This is an optimization exercise on Yosys and OpenROAD, whose aim is small area, a short achievable clock period and few clock cycles, not a production implementation. Where RTL was checked, it was by simulation tests only, not by an equivalence proof against the original. Power figures rest on the tool's default switching activity, not on a simulated workload.

Design CPU, start of the top module:
module CPU (input clk, rst,
            input ld_we, input [4:0] ld_addr, input [7:0] ld_data,
            output st_valid, output [4:0] st_addr, output [7:0] st_data);
Size: roughly 2600 cells after synthesis, about 30 I/O pins, ~29000 um2 of cells after synthesis.
clock: 10.0 ns
lec_check: 0
abc_clock_period_in_ps: 2800
cap_margin: 20
core_margin: 2
core_utilization: 70
cts_buf_list: sky130_fd_sc_hd__clkbuf_8 sky130_fd_sc_hd__clkbuf_16
cts_cluster_diameter: 60
cts_cluster_size: 30
place_density: 0.8
slew_margin: 20
setup_slack_margin: 7.2
tns_end_percent: 20
buffer_ports_args: -buffer_cell sky130_fd_sc_hd__buf_4
standard.sh (not shown) runs the stock make flow with config.mk's settings and CLKGATE_MAP_FILE= SYNTH_SCRIPT=/design/flow/synth_recipe.tcl, a recipe that flattens the netlist after the stock synthesis.
==> flow/flow/run.sh <==
#!/bin/bash
# Standard ORFS layout (the standard.sh, unchanged synthesis), with extra
# settings appended to config.mk: repair_timing aims for a tighter setup slack,
# and the port buffers are plain buffers.
set -e
cat flow/extra.mk >> config.mk
bash standard.sh > standard.log 2>&1
==> flow/flow/extra.mk <==
export SETUP_SLACK_MARGIN = 7.2
export TNS_END_PERCENT = 20
export BUFFER_PORTS_ARGS = -buffer_cell sky130_fd_sc_hd__buf_4
The baseline produced a layout that fails on capacitance limit, slew limit.
==> next run, changes <==
- CORE_UTILIZATION: 70 -> 60
- PLACE_DENSITY: 0.8 -> 0.7
Effect: The new run produced a clean layout. Critical path depth shrinks by 2. Total power went down by 5.4%. Sequential cell count does not change. Die area is higher by 16%. Sequential power barely changes. Cell count went up by 1.5%. Routed wire length is lower by 12%. Global-route usage fell by 7.1 points.
No run of this note included a check of the RTL's function; only the layout flow was run.

---

Another version of the RTL of CPU (not shown whole).
Size: ~2,500 cells after synthesis, ~560 flip-flops, about 28,000 um2 of cells after synthesis.
Settings: LEC_CHECK=0, ABC_CLOCK_PERIOD_IN_PS=2800, CAP_MARGIN=20, CORE_MARGIN=2, CORE_UTILIZATION=60, CTS_BUF_LIST=sky130_fd_sc_hd__clkbuf_8 sky130_fd_sc_hd__clkbuf_16, CTS_CLUSTER_DIAMETER=60, CTS_CLUSTER_SIZE=30, PLACE_DENSITY=0.62, SLEW_MARGIN=20, SETUP_SLACK_MARGIN=6.8, TNS_END_PERCENT=5, BUFFER_PORTS_ARGS=-buffer_cell sky130_fd_sc_hd__buf_4; clock period 10.0 ns.
==> flow/flow/extra.mk <==
export SETUP_SLACK_MARGIN = 6.8
export TNS_END_PERCENT = 5
export BUFFER_PORTS_ARGS = -buffer_cell sky130_fd_sc_hd__buf_4
Scripts as last shown in full above: flow/flow/run.sh
Testbench counts at the start, summed over its fixed seeds: cycles 14,781.
Next try:
--- a/flow/config.mk
+++ b/flow/config.mk
@@ -14,3 +14,3 @@
 export CTS_CLUSTER_SIZE = 30
-export PLACE_DENSITY = 0.62
+export PLACE_DENSITY = 0.8
 export SLEW_MARGIN = 20
Result: The changed run went through all stages and came out clean; total power came out higher by 1.9%; combinational power rises by 5.8%; global-route usage grows by 2.0 points; design area barely changes; utilization stays flat; die area does not change; routed wire length climbs by 6.1%; worst setup slack is worse by 0.15 ns; via count grows by 4.4%; sequential share of layout area increases by 0.11 points; count of clock-buffer cells in the layout falls by 7.

---

CPU again, from the RTL that the note above started with.
export LEC_CHECK = 0
export ABC_CLOCK_PERIOD_IN_PS = 2800
export CAP_MARGIN = 20
export CORE_MARGIN = 2
export CORE_UTILIZATION = 60
export CTS_BUF_LIST = sky130_fd_sc_hd__clkbuf_8 sky130_fd_sc_hd__clkbuf_16
export CTS_CLUSTER_DIAMETER = 60
export CTS_CLUSTER_SIZE = 30
export PLACE_DENSITY = 0.7
export SLEW_MARGIN = 20
export SETUP_SLACK_MARGIN = 7.2
export TNS_END_PERCENT = 5
export BUFFER_PORTS_ARGS = -buffer_cell sky130_fd_sc_hd__buf_4
create_clock -name core_clock -period 10.0 [get_ports {clk}]
==> flow/flow/extra.mk <==
export SETUP_SLACK_MARGIN = 7.2
export TNS_END_PERCENT = 5
export BUFFER_PORTS_ARGS = -buffer_cell sky130_fd_sc_hd__buf_4
Scripts as last shown in full above: flow/flow/run.sh
The starting point finished with timing, DRC and antenna clean.
Testbench counts at the start, summed over its fixed seeds: cycles 14,781.
Edit:
==> flow/flow/extra.mk (replaced) <==
export SETUP_SLACK_MARGIN = 6.8
export TNS_END_PERCENT = 5
export BUFFER_PORTS_ARGS = -buffer_cell sky130_fd_sc_hd__buf_4
- ABC_AREA: default -> 1
- ABC_CLOCK_PERIOD_IN_PS: 2800 -> default
- SETUP_SLACK_MARGIN: 7.2 -> 6.8
Effect:
- design area climbs by 1.3%
- worst setup slack improves by 0.017 ns
- routed wire length climbs by 17%
- first-iteration DRC count climbs by 6.6%
Edit:
==> flow/flow/extra.mk (replaced) <==
export SETUP_SLACK_MARGIN = 7.2
export TNS_END_PERCENT = 20
export BUFFER_PORTS_ARGS = -buffer_cell sky130_fd_sc_hd__buf_4
- ABC_AREA: 1 -> default
- ABC_CLOCK_PERIOD_IN_PS: default -> 2800
- SETUP_SLACK_MARGIN: 6.8 -> 7.2
- TNS_END_PERCENT: 5 -> 20
Total power rose by 2.8%.
Sequential power rose by 7.0%.
Setup slack loses 0.058 ns.
Via count fell by 15%.
Die area fell by 3.7%.
Fmax fell by 1.7%.
Cell count fell by 19%.
Non-clock buffer count rose by 84.
Routed wire length fell by 12%.
Clock power stays flat.

---

== Q ==
The RTL this note starts from:
==> flow/design.v <==
`timescale 1ns/1ns
module CPU (input clk, rst,
            input ld_we, input [4:0] ld_addr, input [7:0] ld_data,
            output st_valid, output [4:0] st_addr, output [7:0] st_data);
  reg [7:0] mem [0:31];
  reg [7:0] stk [0:31];
  reg [4:0] pc, pc1;            
  reg       e_pop;              
  reg       e_jz;               
  reg       e_add, e_sub, e_and;
  reg       r_dn, r_up;         
  reg       t_md, t_nmd, t_s1, t_ns1, t_alu, t_nalu, t_ns0, t_s0;   
  reg       u_ns0, u_alu;       
  reg [4:0] ra;                 
  reg       wen;
  reg [4:0] wa;
  reg [7:0] wd;
  wire [7:0] s0 = stk[0];
  wire [7:0] s1 = stk[1];
  wire [7:0] s2 = stk[2];
  wire taken = e_jz & (s0 == 8'd0);
  assign st_valid = e_pop;
  assign st_addr  = wa;
  assign st_data  = wd;
  always @(posedge clk) begin
    if (wen)
      mem[wa] <= wd;
  end
  wire [7:0] f0 = mem[pc];
  wire [7:0] f1 = mem[pc1];
  wire hit0 = wen & (wa == pc);
  wire hit1 = wen & (wa == pc1);
  wire [2:0] o0 = f0[7:5];
  wire [2:0] o1 = f1[7:5];
  wire [4:0] a0 = f0[4:0];
  wire [4:0] a1 = f1[4:0];
  wire i0_push = o0 == 3'b100;
  wire i0_pop  = o0 == 3'b101;
  wire i0_not  = o0 == 3'b011;
  wire i0_alu  = ~o0[2] & ~(o0[1] & o0[0]);
  wire i0_jmp  = o0 == 3'b110;
  wire i0_jz   = o0 == 3'b111;
  wire i1_push = o1 == 3'b100;
  wire i1_not  = o1 == 3'b011;
  wire i1_jmp  = o1 == 3'b110;
  wire hz   = (i0_pop & (a0[4:3] == pc1[4:3])) | hit1;
  wire x0   = i0_pop | i0_alu | i0_not;
  wire p_j  = ~i0_jmp & i1_jmp & ~hz;          
  wire p_p  = x0 & i1_push & ~hz;              
  wire p_n  = (x0 | i0_push) & i1_not & ~hz;   
  wire same = a0 == a1;                        
  wire n_a0 = i0_jmp;
  wire n_a1 = p_j;
  wire n_p2 = p_p | p_n;
  wire n_p1 = ~i0_jmp & ~p_j & ~p_p & ~p_n;
  wire [4:0] pc2 = pc1 + 5'd1;
  wire [4:0] pc3 = pc1 + 5'd2;
  wire [4:0] a0i = a0 + 5'd1;
  wire [4:0] a1i = a1 + 5'd1;
  always @(posedge clk, posedge rst) begin
    if (rst) begin
      pc  <= 5'd0;
      pc1 <= 5'd1;
      {e_pop, e_jz, r_dn, r_up, u_ns0, u_alu} <= 6'd0;
      {t_md, t_nmd, t_s1, t_ns1, t_alu, t_nalu, t_ns0} <= 7'd0;
      t_s0 <= 1'b1;
    end else if (taken | hit0) begin
      if (taken) begin
        pc  <= wa;
        pc1 <= wa + 5'd1;
      end
      {e_pop, e_jz, r_dn, r_up, u_ns0, u_alu} <= 6'd0;
      {t_md, t_nmd, t_s1, t_ns1, t_alu, t_nalu, t_ns0} <= 7'd0;
      t_s0 <= 1'b1;
    end else begin
      pc  <= ({5{n_a0}} & a0) | ({5{n_a1}} & a1) | ({5{n_p2}} & pc2) | ({5{n_p1}} & pc1);
      pc1 <= ({5{n_a0}} & a0i) | ({5{n_a1}} & a1i) | ({5{n_p2}} & pc3) | ({5{n_p1}} & pc2);
      e_pop  <= i0_pop;
      e_jz   <= i0_jz;
      r_dn   <= i0_push | (i0_not & p_p);
      r_up   <= (i0_pop | i0_alu) & ~p_p;
      u_ns0  <= i0_not & p_p;
      u_alu  <= i0_alu & p_p;
      t_md   <= (i0_push & ~p_n) | (p_p & ~(i0_pop & same));
      t_nmd  <= i0_push & p_n;
      t_s1   <= i0_pop & ~p_p & ~p_n;
      t_ns1  <= i0_pop & p_n;
      t_alu  <= i0_alu & ~p_p & ~p_n;
      t_nalu <= i0_alu & p_n;
      t_ns0  <= i0_not & ~p_p & ~p_n;
      t_s0   <= i0_jmp | i0_jz | (i0_not & p_n) | (p_p & i0_pop & same);
    end
  end
  always @(posedge clk) begin
    e_add <= o0[1:0] == 2'b00;
    e_sub <= o0[1:0] == 2'b01;
    e_and <= o0[1:0] == 2'b10;
    ra    <= p_p ? a1 : a0;
  end
  wire [7:0] md   = mem[ra];
  wire [7:0] sum  = s0 + s1;
  wire [7:0] diff = ~(~s0 + s1);           
  wire [7:0] alu  = ({8{e_add}} & sum) | ({8{e_sub}} & diff) | ({8{e_and}} & (s0 & s1));
  wire [7:0] top_n = ({8{t_md}}   & md)
                   | ({8{t_nmd}}  & ~md)
                   | ({8{t_s1}}   & s1)
                   | ({8{t_ns1}}  & ~s1)
                   | ({8{t_alu}}  & alu)
                   | ({8{t_nalu}} & ~alu)
                   | ({8{t_ns0}}  & ~s0)
                   | ({8{t_s0}}   & s0);
  always @(posedge clk) begin
    wen <= ld_we | (~rst & ~taken & ~hit0 & i0_pop);
    wa  <= ld_we ? ld_addr : a0;
    wd  <= ld_we ? ld_data : top_n;
  end
  integer k;
  always @(posedge clk, posedge rst) begin
    if (rst) begin
      for (k = 0; k < 32; k = k + 1)
        stk[k] <= 8'd0;
    end else begin
      stk[0] <= top_n;
      if (r_dn)
        stk[1] <= u_ns0 ? ~s0 : s0;
      else if (r_up)
        stk[1] <= s2;
      else if (u_alu)
        stk[1] <= alu;
      for (k = 2; k < 32; k = k + 1)
        if (r_dn)
          stk[k] <= stk[k-1];
        else if (r_up)
          stk[k] <= stk[(k+1) % 32];
    end
  end
endmodule
==> flow/config.mk <==
export PLATFORM = sky130hd
export DESIGN_NAME = CPU
export DESIGN_NICKNAME = CPU
export VERILOG_FILES = /design/flow/design.v
export SDC_FILE = /design/flow/constraint.sdc
export NUM_CORES = 4
export LEC_CHECK = 0
export ABC_CLOCK_PERIOD_IN_PS = 2800
export CAP_MARGIN = 20
export CORE_MARGIN = 2
export CORE_UTILIZATION = 60
export CTS_BUF_LIST = sky130_fd_sc_hd__clkbuf_8 sky130_fd_sc_hd__clkbuf_16
export CTS_CLUSTER_DIAMETER = 60
export CTS_CLUSTER_SIZE = 30
export PLACE_DENSITY = 0.7
export SLEW_MARGIN = 20
export SETUP_SLACK_MARGIN = 7.2
export TNS_END_PERCENT = 20
export BUFFER_PORTS_ARGS = -buffer_cell sky130_fd_sc_hd__buf_4
==> flow/constraint.sdc <==
create_clock -name core_clock -period 10.0 [get_ports {clk}]
set_input_delay 2.0000 -clock core_clock [delete_from_list [all_inputs] [get_ports {clk}]]
set_output_delay 2.0000 -clock core_clock [all_outputs]
set_load 0.01 [all_outputs]
==> flow/flow/extra.mk <==
export SETUP_SLACK_MARGIN = 7.2
export TNS_END_PERCENT = 20
export BUFFER_PORTS_ARGS = -buffer_cell sky130_fd_sc_hd__buf_4
Scripts as last shown in full above: flow/flow/run.sh
Q: done, clean on timing, DRC and antenna
Testbench counts of Q, summed over its fixed seeds: cycles 15,319.
Here is what was changed in the inputs of P compared with Q.
# Q
export LEC_CHECK = 0
export ABC_CLOCK_PERIOD_IN_PS = 2800
export CAP_MARGIN = 20
export CORE_MARGIN = 2
export CORE_UTILIZATION = 60
export CTS_BUF_LIST = sky130_fd_sc_hd__clkbuf_8 sky130_fd_sc_hd__clkbuf_16
export CTS_CLUSTER_DIAMETER = 60
export CTS_CLUSTER_SIZE = 30
export PLACE_DENSITY = 0.7
export SLEW_MARGIN = 20
export SETUP_SLACK_MARGIN = 7.2
export TNS_END_PERCENT = 20
export BUFFER_PORTS_ARGS = -buffer_cell sky130_fd_sc_hd__buf_4
create_clock -name core_clock -period 10.0 [get_ports {clk}]
# P
export LEC_CHECK = 0
export ABC_CLOCK_PERIOD_IN_PS = 2800
export CAP_MARGIN = 20
export CORE_MARGIN = 2
export CORE_UTILIZATION = 65
export CTS_BUF_LIST = sky130_fd_sc_hd__clkbuf_8 sky130_fd_sc_hd__clkbuf_16
export CTS_CLUSTER_DIAMETER = 60
export CTS_CLUSTER_SIZE = 30
export PLACE_DENSITY = 0.75
export SLEW_MARGIN = 20
export SETUP_SLACK_MARGIN = 7.2
export TNS_END_PERCENT = 20
export BUFFER_PORTS_ARGS = -buffer_cell sky130_fd_sc_hd__buf_4
create_clock -name core_clock -period 10.0 [get_ports {clk}]
Findings:
P against Q: wire length up 4.9%, clock period minus worst slack closely matched the old numbers, non-clock buffer count saw an increase, worst setup slack ~0 delta, growth of design area from synthesis to finish moved up. Sequential power for P: about 2% up relative to Q. Sort P and Q by relative contribution of combinational cells to total power asc -> top: Q.

afterwards: timing with drivers on the ports:
Ports are ideal in the flow. The routed layouts listed here were re-timed in OpenROAD.
Step 1 assumes that a clkbuf_16 drives the clock port and a buf_2 every other input.
Step 2, shift: input delay + t, output delay - t, t = (earliest + latest rising clock arrival at the registers) / 2. This alone moves slack from input paths to output paths.
Three values: no drivers, after step 1, after step 2; two values: the first two.
run | t, ns | setup slack, ns | latest minus earliest clock arrival (ns)
the first run of note 1 | 0.668 | 6.078 / 6.078 / 6.078 | 0.040 / 0.039
the second run of note 1 | 0.659 | 6.532 / 6.532 / 6.532 | 0.039 / 0.040
the first run of note 2 | 0.661 | 6.623 / 6.601 / 6.269 | 0.055 / 0.055
the second run of note 2 | 0.657 | 6.469 / 6.469 / 6.301 | 0.051 / 0.051
the first run of note 3 | 0.653 | 6.609 / 6.609 / 6.538 | 0.026 / 0.026
the second run of note 3 | 0.652 | 6.626 / 6.626 / 6.446 | 0.030 / 0.030
the third run of note 3 | 0.661 | 6.569 / 6.569 / 6.500 | 0.034 / 0.033
Q | 0.665 | 6.688 / 6.688 / 6.460 | 0.026 / 0.025
P | 0.665 | 6.686 / 6.686 / 6.547 | 0.042 / 0.041
The setup slack of the first run of note 2, which loses most, moves by -0.022 ns with the drivers and by -0.354 ns with both steps. Setup slack includes reset recovery checks.
